Source: an optimization exercise on an open RTL-to-GDS flow (aim: small area, a short achievable clock period and few clock cycles). Production flows keep margins and buffers that such runs may drop.
At most, simulation tests tie the RTL to the original design; equivalence was not proved.

==> job 769: inputs <==
// base2_to_base3
module base2_to_base3(
	base3_no,
	done,
	base2_no,
	en,
	rst,
	clk);
parameter width = 16;
output	[2*width - 1 : 0]	base3_no;
output				done;
input	[width - 1 : 0]		base2_no;
input				en;
input				rst;
input				clk;
reg  [18:0] cut_r;
reg  done_r;
wire en_n, start;
div_inv START_INV (.y(en_n), .a(en));
div_nor START_NOR (.y(start), .a(en_n), .b(rst));
wire c0_14_q, c0_14_r1, c0_14_r0;
div_half_p00 c0_14 (.q(c0_14_q), .rn1(c0_14_r1), .rn0(c0_14_r0), .r0(base2_no[15]), .b(base2_no[14]));
wire c0_13_q, c0_13_r1, c0_13_r0;
div_algo_n c0_13 (.q(c0_13_q), .rn1(c0_13_r1), .rn0(c0_13_r0), .r1(c0_14_r1), .r0(c0_14_r0), .b(~base2_no[13]));
wire c0_12_q, c0_12_r1, c0_12_r0;
div_algo c0_12 (.q(c0_12_q), .rn1(c0_12_r1), .rn0(c0_12_r0), .r1(c0_13_r1), .r0(c0_13_r0), .b(base2_no[12]));
wire c0_11_q, c0_11_r1, c0_11_r0;
div_algo_n c0_11 (.q(c0_11_q), .rn1(c0_11_r1), .rn0(c0_11_r0), .r1(c0_12_r1), .r0(c0_12_r0), .b(~base2_no[11]));
wire c0_10_q, c0_10_r1, c0_10_r0;
  ...
clock: 19.0 ns
lec_check: 0
cap_margin: 20
core_margin: 2
core_utilization: 40
cts_buf_list: sky130_fd_sc_hd__clkbuf_2 sky130_fd_sc_hd__clkbuf_4
slew_margin: 20
synth_hierarchical: 1
synth_minimum_keep_size: 0
standard.sh (not shown) runs the stock make flow with config.mk's settings and CLKGATE_MAP_FILE= SYNTH_SCRIPT=/design/flow/synth_recipe.tcl, a recipe that flattens the netlist after the stock synthesis.
==> flow/flow/run.sh <==
#!/bin/bash
# Own layout flow: the standard flow, with the standard synthesis
# unchanged, and two changes to how the layout is made:
#  - after the floorplan, the o21ai_0 gates are swapped for o21ai_1 (same
#    area and footprint, stronger drive), and the constant-0 outputs share
#    one tie cell (flow/swap.tcl);
#  - the port buffers are small buf_1 buffers instead of the default delay
#    buffers.
# Each step's full output goes to a log of its own in this folder.
set -euo pipefail
bash standard.sh synth floorplan > flow_1_synth_floorplan.log 2>&1
openroad -no_init -exit flow/swap.tcl > flow_2_swap.log 2>&1
bash standard.sh BUFFER_PORTS_ARGS="-buffer_cell sky130_fd_sc_hd__buf_1" finish > flow_3_place_to_finish.log 2>&1
==> flow/flow/swap.tcl <==
# Floorplan changes, made before placement:
#  - every o21ai_0 becomes an o21ai_1 (same function, area and footprint;
#    stronger drive);
#  - the constant-0 outputs share one tie cell instead of one tie cell each.
set platform $::env(FLOW_HOME)/platforms/sky130hd
set results orfs/results/sky130hd/base2_to_base3/base
read_liberty $platform/lib/sky130_fd_sc_hd__tt_025C_1v80.lib
read_db $results/2_floorplan.odb
read_sdc $results/2_floorplan.sdc
source $platform/setRC.tcl
puts "worst slack before: [sta::worst_slack -max]"
set n 0
foreach inst [get_cells *] {
  if {[get_property $inst ref_name] eq "sky130_fd_sc_hd__o21ai_0"} {
    replace_cell $inst sky130_fd_sc_hd__o21ai_1
    incr n
  }
}
puts "swapped $n o21ai_0 for o21ai_1"

set block [ord::get_db_block]
# ties whose constant reaches only output ports, directly or through buffers
set ties {}
foreach inst [$block getInsts] {
  if {[[$inst getMaster] getName] ne "sky130_fd_sc_hd__conb_1"} { continue }
  if {[[$inst findITerm HI] getNet] ne "NULL" || [[$inst findITerm LO] getNet] eq "NULL"} { continue }
  set net [[$inst findITerm LO] getNet]
  set ok 1
  set bterms [$net getBTerms]
  set bufs {}
  foreach it [$net getITerms] {
    set i [$it getInst]
    if {$i eq $inst} { continue }
    if {![string match "sky130_fd_sc_hd__buf_*" [[$i getMaster] getName]]} { set ok 0; break }
    set onet [[$i findITerm X] getNet]
    if {$onet eq "NULL" || [llength [$onet getITerms]] != 1} { set ok 0; break }
    lappend bufs $i
    lappend bterms {*}[$onet getBTerms]
  }
  if {$ok} { lappend ties [list $inst $net $bufs $bterms] }
}
set merged 0
if {[llength $ties] > 1} {
  set keepnet [lindex [lindex $ties 0] 1]
  foreach t $ties {
    lassign $t inst net bufs bterms
    foreach bt $bterms { $bt connect $keepnet }
    foreach b $bufs {
      set onet [[$b findITerm X] getNet]
      odb::dbInst_destroy $b
      odb::dbNet_destroy $onet
    }
    if {$net ne $keepnet} {
      odb::dbInst_destroy $inst
      odb::dbNet_destroy $net
      incr merged
    }
  }
}
puts "merged $merged tie cells into one"
puts "worst slack after: [sta::worst_slack -max]"
write_db $results/2_floorplan.odb
==> job 4294: changes against job 769 <==
--- a/flow/design.v
+++ b/flow/design.v
@@ -160,17 +160,17 @@
 wire c0_4_q, c0_4_r1, c0_4_r0;
 div_algo c0_4 (.q(c0_4_q), .rn1(c0_4_r1), .rn0(c0_4_r0), .r1(c0_5_r1), .r0(c0_5_r0), .b(base2_no[4]));
 wire c0_3_q, c0_3_r1, c0_3_r0;
 div_algo_n c0_3 (.q(c0_3_q), .rn1(c0_3_r1), .rn0(c0_3_r0), .r1(c0_4_r1), .r0(c0_4_r0), .b(~base2_no[3]));
 wire c0_2_q, c0_2_r1, c0_2_r0;
 div_algo c0_2 (.q(c0_2_q), .rn1(c0_2_r1), .rn0(c0_2_r0), .r1(c0_3_r1), .r0(c0_3_r0), .b(base2_no[2]));
 wire c0_1_q, c0_1_r1, c0_1_r0;
-div_algo_n c0_1 (.q(c0_1_q), .rn1(c0_1_r1), .rn0(c0_1_r0), .r1(cut_r[0]), .r0(cut_r[1]), .b(~cut_r[2]));
+div_algo_n c0_1 (.q(c0_1_q), .rn1(c0_1_r1), .rn0(c0_1_r0), .r1(c0_2_r1), .r0(c0_2_r0), .b(~base2_no[1]));
 wire c0_0_q, c0_0_r1, c0_0_r0;
-div_algo_t c0_0 (.q(c0_0_q), .rn1(c0_0_r1), .rn0(c0_0_r0), .r1(c0_1_r1), .r0(c0_1_r0), .b(cut_r[3]));
+div_algo_t c0_0 (.q(c0_0_q), .rn1(c0_0_r1), .rn0(c0_0_r0), .r1(cut_r[0]), .r0(cut_r[1]), .b(cut_r[2]));
 wire c1_13_q, c1_13_r1, c1_13_r0;
 div_half_p10 c1_13 (.q(c1_13_q), .rn1(c1_13_r1), .rn0(c1_13_r0), .r0(c0_14_q), .b(c0_13_q));
 wire c1_12_q, c1_12_r1, c1_12_r0;
 div_algo_n c1_12 (.q(c1_12_q), .rn1(c1_12_r1), .rn0(c1_12_r0), .r1(c1_13_r1), .r0(c1_13_r0), .b(c0_12_q));
 wire c1_11_q, c1_11_r1, c1_11_r0;
 div_algo c1_11 (.q(c1_11_q), .rn1(c1_11_r1), .rn0(c1_11_r0), .r1(c1_12_r1), .r0(c1_12_r0), .b(c0_11_q));
 wire c1_10_q, c1_10_r1, c1_10_r0;
@@ -186,17 +186,17 @@
 wire c1_5_q, c1_5_r1, c1_5_r0;
 div_algo c1_5 (.q(c1_5_q), .rn1(c1_5_r1), .rn0(c1_5_r0), .r1(c1_6_r1), .r0(c1_6_r0), .b(c0_5_q));
 wire c1_4_q, c1_4_r1, c1_4_r0;
 div_algo_n c1_4 (.q(c1_4_q), .rn1(c1_4_r1), .rn0(c1_4_r0), .r1(c1_5_r1), .r0(c1_5_r0), .b(c0_4_q));
 wire c1_3_q, c1_3_r1, c1_3_r0;
 div_algo c1_3 (.q(c1_3_q), .rn1(c1_3_r1), .rn0(c1_3_r0), .r1(c1_4_r1), .r0(c1_4_r0), .b(c0_3_q));
 wire c1_2_q, c1_2_r1, c1_2_r0;
-div_algo_n c1_2 (.q(c1_2_q), .rn1(c1_2_r1), .rn0(c1_2_r0), .r1(cut_r[4]), .r0(cut_r[5]), .b(cut_r[6]));
+div_algo_n c1_2 (.q(c1_2_q), .rn1(c1_2_r1), .rn0(c1_2_r0), .r1(c1_3_r1), .r0(c1_3_r0), .b(c0_2_q));
 wire c1_1_q, c1_1_r1, c1_1_r0;
-div_algo c1_1 (.q(c1_1_q), .rn1(c1_1_r1), .rn0(c1_1_r0), .r1(c1_2_r1), .r0(c1_2_r0), .b(c0_1_q));
+div_algo c1_1 (.q(c1_1_q), .rn1(c1_1_r1), .rn0(c1_1_r0), .r1(cut_r[3]), .r0(cut_r[4]), .b(cut_r[5]));
 wire c1_0_q, c1_0_r1, c1_0_r0;
 div_algo_n c1_0 (.q(c1_0_q), .rn1(c1_0_r1), .rn0(c1_0_r0), .r1(c1_1_r1), .r0(c1_1_r0), .b(c0_0_q));
 wire c2_11_q, c2_11_r1, c2_11_r0;
 div_half_n01 c2_11 (.q(c2_11_q), .rn1(c2_11_r1), .rn0(c2_11_r0), .r0(c1_12_q), .b(c1_11_q));
 wire c2_10_q, c2_10_r1, c2_10_r0;
 div_algo c2_10 (.q(c2_10_q), .rn1(c2_10_r1), .rn0(c2_10_r0), .r1(c2_11_r1), .r0(c2_11_r0), .b(c1_10_q));
 wire c2_9_q, c2_9_r1, c2_9_r0;
@@ -208,17 +208,17 @@
 wire c2_6_q, c2_6_r1, c2_6_r0;
 div_algo c2_6 (.q(c2_6_q), .rn1(c2_6_r1), .rn0(c2_6_r0), .r1(c2_7_r1), .r0(c2_7_r0), .b(c1_6_q));
 wire c2_5_q, c2_5_r1, c2_5_r0;
 div_algo_n c2_5 (.q(c2_5_q), .rn1(c2_5_r1), .rn0(c2_5_r0), .r1(c2_6_r1), .r0(c2_6_r0), .b(c1_5_q));
 wire c2_4_q, c2_4_r1, c2_4_r0;
 div_algo c2_4 (.q(c2_4_q), .rn1(c2_4_r1), .rn0(c2_4_r0), .r1(c2_5_r1), .r0(c2_5_r0), .b(c1_4_q));
 wire c2_3_q, c2_3_r1, c2_3_r0;
-div_algo_n c2_3 (.q(c2_3_q), .rn1(c2_3_r1), .rn0(c2_3_r0), .r1(cut_r[7]), .r0(cut_r[8]), .b(cut_r[9]));
+div_algo_n c2_3 (.q(c2_3_q), .rn1(c2_3_r1), .rn0(c2_3_r0), .r1(c2_4_r1), .r0(c2_4_r0), .b(c1_3_q));
 wire c2_2_q, c2_2_r1, c2_2_r0;
-div_algo c2_2 (.q(c2_2_q), .rn1(c2_2_r1), .rn0(c2_2_r0), .r1(c2_3_r1), .r0(c2_3_r0), .b(c1_2_q));
+div_algo c2_2 (.q(c2_2_q), .rn1(c2_2_r1), .rn0(c2_2_r0), .r1(cut_r[6]), .r0(cut_r[7]), .b(cut_r[8]));
 wire c2_1_q, c2_1_r1, c2_1_r0;
 div_algo_n c2_1 (.q(c2_1_q), .rn1(c2_1_r1), .rn0(c2_1_r0), .r1(c2_2_r1), .r0(c2_2_r0), .b(c1_1_q));
 wire c2_0_q, c2_0_r1, c2_0_r0;
 div_algo_t c2_0 (.q(c2_0_q), .rn1(c2_0_r1), .rn0(c2_0_r0), .r1(c2_1_r1), .r0(c2_1_r0), .b(c1_0_q));
 wire c3_10_q, c3_10_r1, c3_10_r0;
 div_half_n01 c3_10 (.q(c3_10_q), .rn1(c3_10_r1), .rn0(c3_10_r0), .r0(c2_11_q), .b(c2_10_q));
 wire c3_9_q, c3_9_r1, c3_9_r0;
@@ -228,59 +228,59 @@
 wire c3_7_q, c3_7_r1, c3_7_r0;
 div_algo c3_7 (.q(c3_7_q), .rn1(c3_7_r1), .rn0(c3_7_r0), .r1(c3_8_r1), .r0(c3_8_r0), .b(c2_7_q));
 wire c3_6_q, c3_6_r1, c3_6_r0;
 div_algo_n c3_6 (.q(c3_6_q), .rn1(c3_6_r1), .rn0(c3_6_r0), .r1(c3_7_r1), .r0(c3_7_r0), .b(c2_6_q));
 wire c3_5_q, c3_5_r1, c3_5_r0;
 div_algo c3_5 (.q(c3_5_q), .rn1(c3_5_r1), .rn0(c3_5_r0), .r1(c3_6_r1), .r0(c3_6_r0), .b(c2_5_q));
 wire c3_4_q, c3_4_r1, c3_4_r0;
-div_algo_n c3_4 (.q(c3_4_q), .rn1(c3_4_r1), .rn0(c3_4_r0), .r1(cut_r[10]), .r0(cut_r[11]), .b(cut_r[12]));
+div_algo_n c3_4 (.q(c3_4_q), .rn1(c3_4_r1), .rn0(c3_4_r0), .r1(c3_5_r1), .r0(c3_5_r0), .b(c2_4_q));
 wire c3_3_q, c3_3_r1, c3_3_r0;
-div_algo c3_3 (.q(c3_3_q), .rn1(c3_3_r1), .rn0(c3_3_r0), .r1(c3_4_r1), .r0(c3_4_r0), .b(c2_3_q));
+div_algo c3_3 (.q(c3_3_q), .rn1(c3_3_r1), .rn0(c3_3_r0), .r1(cut_r[9]), .r0(cut_r[10]), .b(cut_r[11]));
 wire c3_2_q, c3_2_r1, c3_2_r0;
 div_algo_n c3_2 (.q(c3_2_q), .rn1(c3_2_r1), .rn0(c3_2_r0), .r1(c3_3_r1), .r0(c3_3_r0), .b(c2_2_q));
 wire c3_1_q, c3_1_r1, c3_1_r0;
 div_algo c3_1 (.q(c3_1_q), .rn1(c3_1_r1), .rn0(c3_1_r0), .r1(c3_2_r1), .r0(c3_2_r0), .b(c2_1_q));
 wire c3_0_q, c3_0_r1, c3_0_r0;
 div_algo_n c3_0 (.q(c3_0_q), .rn1(c3_0_r1), .rn0(c3_0_r0), .r1(c3_1_r1), .r0(c3_1_r0), .b(c2_0_q));
 wire c4_8_q, c4_8_r1, c4_8_r0;
 div_half_p10 c4_8 (.q(c4_8_q), .rn1(c4_8_r1), .rn0(c4_8_r0), .r0(c3_9_q), .b(c3_8_q));
 wire c4_7_q, c4_7_r1, c4_7_r0;
 div_algo_n c4_7 (.q(c4_7_q), .rn1(c4_7_r1), .rn0(c4_7_r0), .r1(c4_8_r1), .r0(c4_8_r0), .b(c3_7_q));
 wire c4_6_q, c4_6_r1, c4_6_r0;
 div_algo c4_6 (.q(c4_6_q), .rn1(c4_6_r1), .rn0(c4_6_r0), .r1(c4_7_r1), .r0(c4_7_r0), .b(c3_6_q));
 wire c4_5_q, c4_5_r1, c4_5_r0;
-div_algo_n c4_5 (.q(c4_5_q), .rn1(c4_5_r1), .rn0(c4_5_r0), .r1(cut_r[13]), .r0(cut_r[14]), .b(cut_r[15]));
+div_algo_n c4_5 (.q(c4_5_q), .rn1(c4_5_r1), .rn0(c4_5_r0), .r1(c4_6_r1), .r0(c4_6_r0), .b(c3_5_q));
 wire c4_4_q, c4_4_r1, c4_4_r0;
-div_algo c4_4 (.q(c4_4_q), .rn1(c4_4_r1), .rn0(c4_4_r0), .r1(c4_5_r1), .r0(c4_5_r0), .b(c3_4_q));
+div_algo c4_4 (.q(c4_4_q), .rn1(c4_4_r1), .rn0(c4_4_r0), .r1(cut_r[12]), .r0(cut_r[13]), .b(cut_r[14]));
 wire c4_3_q, c4_3_r1, c4_3_r0;
 div_algo_n c4_3 (.q(c4_3_q), .rn1(c4_3_r1), .rn0(c4_3_r0), .r1(c4_4_r1), .r0(c4_4_r0), .b(c3_3_q));
 wire c4_2_q, c4_2_r1, c4_2_r0;
 div_algo c4_2 (.q(c4_2_q), .rn1(c4_2_r1), .rn0(c4_2_r0), .r1(c4_3_r1), .r0(c4_3_r0), .b(c3_2_q));
 wire c4_1_q, c4_1_r1, c4_1_r0;
 div_algo_n c4_1 (.q(c4_1_q), .rn1(c4_1_r1), .rn0(c4_1_r0), .r1(c4_2_r1), .r0(c4_2_r0), .b(c3_1_q));
 wire c4_0_q, c4_0_r1, c4_0_r0;
 div_algo_t c4_0 (.q(c4_0_q), .rn1(c4_0_r1), .rn0(c4_0_r0), .r1(c4_1_r1), .r0(c4_1_r0), .b(c3_0_q));
 wire c5_7_q, c5_7_r1, c5_7_r0;
 div_half_p10 c5_7 (.q(c5_7_q), .rn1(c5_7_r1), .rn0(c5_7_r0), .r0(c4_8_q), .b(c4_7_q));
 wire c5_6_q, c5_6_r1, c5_6_r0;
-div_algo_n c5_6 (.q(c5_6_q), .rn1(c5_6_r1), .rn0(c5_6_r0), .r1(cut_r[16]), .r0(cut_r[17]), .b(cut_r[18]));
+div_algo_n c5_6 (.q(c5_6_q), .rn1(c5_6_r1), .rn0(c5_6_r0), .r1(c5_7_r1), .r0(c5_7_r0), .b(c4_6_q));
 wire c5_5_q, c5_5_r1, c5_5_r0;
-div_algo c5_5 (.q(c5_5_q), .rn1(c5_5_r1), .rn0(c5_5_r0), .r1(c5_6_r1), .r0(c5_6_r0), .b(c4_5_q));
+div_algo c5_5 (.q(c5_5_q), .rn1(c5_5_r1), .rn0(c5_5_r0), .r1(cut_r[15]), .r0(cut_r[16]), .b(cut_r[17]));
 wire c5_4_q, c5_4_r1, c5_4_r0;
 div_algo_n c5_4 (.q(c5_4_q), .rn1(c5_4_r1), .rn0(c5_4_r0), .r1(c5_5_r1), .r0(c5_5_r0), .b(c4_4_q));
 wire c5_3_q, c5_3_r1, c5_3_r0;
 div_algo c5_3 (.q(c5_3_q), .rn1(c5_3_r1), .rn0(c5_3_r0), .r1(c5_4_r1), .r0(c5_4_r0), .b(c4_3_q));
 wire c5_2_q, c5_2_r1, c5_2_r0;
 div_algo_n c5_2 (.q(c5_2_q), .rn1(c5_2_r1), .rn0(c5_2_r0), .r1(c5_3_r1), .r0(c5_3_r0), .b(c4_2_q));
 wire c5_1_q, c5_1_r1, c5_1_r0;
 div_algo c5_1 (.q(c5_1_q), .rn1(c5_1_r1), .rn0(c5_1_r0), .r1(c5_2_r1), .r0(c5_2_r0), .b(c4_1_q));
 wire c5_0_q, c5_0_r1, c5_0_r0;
 div_algo_n c5_0 (.q(c5_0_q), .rn1(c5_0_r1), .rn0(c5_0_r0), .r1(c5_1_r1), .r0(c5_1_r0), .b(c4_0_q));
 wire c6_5_q, c6_5_r1, c6_5_r0;
-div_half_n01 c6_5 (.q(c6_5_q), .rn1(c6_5_r1), .rn0(c6_5_r0), .r0(c5_6_q), .b(c5_5_q));
+div_half_n01 c6_5 (.q(c6_5_q), .rn1(c6_5_r1), .rn0(c6_5_r0), .r0(cut_r[18]), .b(c5_5_q));
 wire c6_4_q, c6_4_r1, c6_4_r0;
 div_algo c6_4 (.q(c6_4_q), .rn1(c6_4_r1), .rn0(c6_4_r0), .r1(c6_5_r1), .r0(c6_5_r0), .b(c5_4_q));
 wire c6_3_q, c6_3_r1, c6_3_r0;
 div_algo_n c6_3 (.q(c6_3_q), .rn1(c6_3_r1), .rn0(c6_3_r0), .r1(c6_4_r1), .r0(c6_4_r0), .b(c5_3_q));
 wire c6_2_q, c6_2_r1, c6_2_r0;
 div_algo c6_2 (.q(c6_2_q), .rn1(c6_2_r1), .rn0(c6_2_r0), .r1(c6_3_r1), .r0(c6_3_r0), .b(c5_2_q));
 wire c6_1_q, c6_1_r1, c6_1_r0;
@@ -300,13 +300,13 @@
 wire c8_1_q, c8_1_r1, c8_1_r0;
 div_algo_n c8_1 (.q(c8_1_q), .rn1(c8_1_r1), .rn0(c8_1_r0), .r1(c8_2_r1), .r0(c8_2_r0), .b(c7_1_q));
 wire c8_0_q, c8_0_r1, c8_0_r0;
 div_algo_t c8_0 (.q(c8_0_q), .rn1(c8_0_r1), .rn0(c8_0_r0), .r1(c8_1_r1), .r0(c8_1_r0), .b(c7_0_q));
 wire c9_0_q, c9_0_r1, c9_0_r0;
 div_half_n01 c9_0 (.q(c9_0_q), .rn1(c9_0_r1), .rn0(c9_0_r0), .r0(c8_1_q), .b(c8_0_q));
 always @(posedge clk) begin
-	cut_r <= {c4_6_q, c5_7_r0, c5_7_r1, c3_5_q, c4_6_r0, c4_6_r1, c2_4_q, c3_5_r0, c3_5_r1, c1_3_q, c2_4_r0, c2_4_r1, c0_2_q, c1_3_r0, c1_3_r1, base2_no[0], base2_no[1], c0_2_r0, c0_2_r1};
+	cut_r <= {c5_6_q, c4_5_q, c5_6_r0, c5_6_r1, c3_4_q, c4_5_r0, c4_5_r1, c2_3_q, c3_4_r0, c3_4_r1, c1_2_q, c2_3_r0, c2_3_r1, c0_1_q, c1_2_r0, c1_2_r1, base2_no[0], c0_1_r0, c0_1_r1};
 	done_r <= start;
 end
 assign done = done_r;
 assign base3_no = {10'd0, c9_0_q, {c9_0_r1, c9_0_r0}, {c8_0_r1, c8_0_r0}, {c7_0_r1, c7_0_r0}, {c6_0_r1, c6_0_r0}, {c5_0_r1, c5_0_r0}, {c4_0_r1, c4_0_r0}, {c3_0_r1, c3_0_r0}, {c2_0_r1, c2_0_r0}, {c1_0_r1, c1_0_r0}, {c0_0_r1, c0_0_r0}};
 endmodule
==> flow/flow/run.sh (replaced) <==
#!/bin/bash
# Own layout flow: the standard flow, with the standard synthesis
# unchanged, and two changes to how the layout is made:
#  - after the floorplan, the o21ai_0 gates are swapped for o21ai_1 (same
#    area and footprint, stronger drive);
#  - the port buffers are small buf_1 buffers instead of the default delay
#    buffers.
# Each step's full output goes to a log of its own in this folder.
set -euo pipefail
bash standard.sh synth floorplan > flow_1_synth_floorplan.log 2>&1
openroad -no_init -exit flow/swap.tcl > flow_2_swap.log 2>&1
bash standard.sh BUFFER_PORTS_ARGS="-buffer_cell sky130_fd_sc_hd__buf_1" finish > flow_3_place_to_finish.log 2>&1
==> flow/flow/swap.tcl (replaced) <==
# Swap every o21ai_0 for an o21ai_1 in the floorplan (same function, area and
# footprint; stronger drive).
set platform $::env(FLOW_HOME)/platforms/sky130hd
set results orfs/results/sky130hd/base2_to_base3/base
read_liberty $platform/lib/sky130_fd_sc_hd__tt_025C_1v80.lib
read_db $results/2_floorplan.odb
read_sdc $results/2_floorplan.sdc
source $platform/setRC.tcl
puts "worst slack before: [sta::worst_slack -max]"
set n 0
foreach inst [get_cells *] {
  if {[get_property $inst ref_name] eq "sky130_fd_sc_hd__o21ai_0"} {
    replace_cell $inst sky130_fd_sc_hd__o21ai_1
    incr n
  }
}
puts "swapped $n o21ai_0 for o21ai_1"
puts "worst slack after: [sta::worst_slack -max]"
write_db $results/2_floorplan.odb
==> job 8029: changes against job 769 <==
==> flow/flow/run.sh (replaced) <==
#!/bin/bash
# Own layout flow: the standard flow, with the standard synthesis
# unchanged, and two changes to how the layout is made:
#  - after the floorplan, the o21ai_0 gates are swapped for o21ai_1 (same
#    area and footprint, stronger drive);
#  - the port buffers are small buf_1 buffers instead of the default delay
#    buffers.
# Each step's full output goes to a log of its own in this folder.
set -euo pipefail
bash standard.sh synth floorplan > flow_1_synth_floorplan.log 2>&1
openroad -no_init -exit flow/swap.tcl > flow_2_swap.log 2>&1
bash standard.sh BUFFER_PORTS_ARGS="-buffer_cell sky130_fd_sc_hd__buf_1" finish > flow_3_place_to_finish.log 2>&1
==> flow/flow/swap.tcl (replaced) <==
# Swap every o21ai_0 for an o21ai_1 in the floorplan (same function, area and
# footprint; stronger drive).
set platform $::env(FLOW_HOME)/platforms/sky130hd
set results orfs/results/sky130hd/base2_to_base3/base
read_liberty $platform/lib/sky130_fd_sc_hd__tt_025C_1v80.lib
read_db $results/2_floorplan.odb
read_sdc $results/2_floorplan.sdc
source $platform/setRC.tcl
puts "worst slack before: [sta::worst_slack -max]"
set n 0
foreach inst [get_cells *] {
  if {[get_property $inst ref_name] eq "sky130_fd_sc_hd__o21ai_0"} {
    replace_cell $inst sky130_fd_sc_hd__o21ai_1
    incr n
  }
}
puts "swapped $n o21ai_0 for o21ai_1"
puts "worst slack after: [sta::worst_slack -max]"
write_db $results/2_floorplan.odb
==> flow_summary.ini <==
[place]
placed_cell_area_um2 = 2980
place_congestion = 0.690
place_ws_ns = 11.36

[global_routing]
grt_pass1_wl_um = 7770
use_met3 = 0.0218
grt_pass1_vias = 2078

[setup_path]
endpoint = base3_no[19]
critPathKind = flop to output port
critical_path.startpoint_type = flop

[detailed_routing]
routedWlPerCell_um = 8.61
drt_iter0_drc = 49
vias_per_cell = 4.86

[cells_and_area]
multi_input_area_share = 0.757
nFillCells = 768
area_delta_synth_final_pct = 2.04
multi_input_gates = 319
final_cells = 490

[run_status]
outcome = no timing/DRC/antenna violations

[worst_hold_path]
hold_start = base2_no[1]
# the run above: job 769

==> flow_summary.ini <==
[run_status]
outcome = no timing/DRC/antenna violations

[cells_and_area]
area_delta_synth_final_pct = 3.32
multi_input_area_share = 0.760
final_cells = 500
multi_input_gates = 329

[global_routing]
use_met3 = 0.0176
track_usage = 0.106
grt_pass1_wl_um = 7730
grt_pass1_vias = 2067

[worst_hold_path]
hold_start = base2_no[0]

[setup_path]
critPathKind = input port to flop
critical_path.startpoint_type = input port

[detailed_routing]
routedWlPerCell_um = 8.46
drt_iter0_drc = 58
met2_wirelength_um = 1950

[place]
place_congestion = 0.686
placed_cell_area_um2 = 3010
# the run above: job 4294

==> flow_summary.ini <==
[cells_and_area]
final_cells = 500
multi_input_gates = 329
multi_input_area_share = 0.760

[worst_hold_path]
hold_start = base2_no[1]

[global_routing]
use_met3 = 0.0235
grt_pass1_vias = 2102

[setup_path]
endpoint = base3_no[19]

[detailed_routing]
vias_per_cell = 4.77
routedWlPerCell_um = 8.60
drt_iter0_drc = 46

[place]
placed_cell_area_um2 = 3010

[run_status]
outcome = no timing/DRC/antenna violations
# the run above: job 8029

Testbench counts of job 769, summed over its fixed seeds: cycles 3,200.
Testbench counts of job 8029, summed over its fixed seeds: cycles 3,200.
Function not checked in job 4294: the RTL went through the layout flow alone.

## what the ideal ports hide
No port has a modelled driver above. Below, the same layouts with a new extraction and two added sets of constraints. Step 1 (the two cells are an assumption about what drives the block):
set clk [get_ports {clk}]
set_driving_cell -lib_cell sky130_fd_sc_hd__clkbuf_16 $clk
set_driving_cell -lib_cell sky130_fd_sc_hd__buf_2 [delete_from_list [all_inputs] $clk]
Step 2 adds t to the input delays and takes it off the output delays; t is the mean of the earliest and latest rising clock arrival at the registers after step 1. Input paths then give back, and output paths get back, about the clock's delay inside the block. Three values: no drivers, after step 1, after step 2; two values: the first two.
run | t (ns) | setup WS [ns] | clock arrival spread, ns | slew at the worst register clock pin (ns)
job 769 | 0.313 | 11.396 / 11.372 / 11.389 | 0.016 / 0.016 | 0.11 / 0.11
job 4294 | 0.317 | 11.339 / 11.342 / 11.025 | 0.009 / 0.010 | 0.11 / 0.11
job 8029 | 0.314 | 11.357 / 11.334 / 11.414 | 0.003 / 0.003 | 0.10 / 0.10
After both steps setup and hold are still met in every run listed. For job 4294, which loses most, drivers alone change the setup slack by +0.003 ns; drivers and shift together by -0.314 ns.
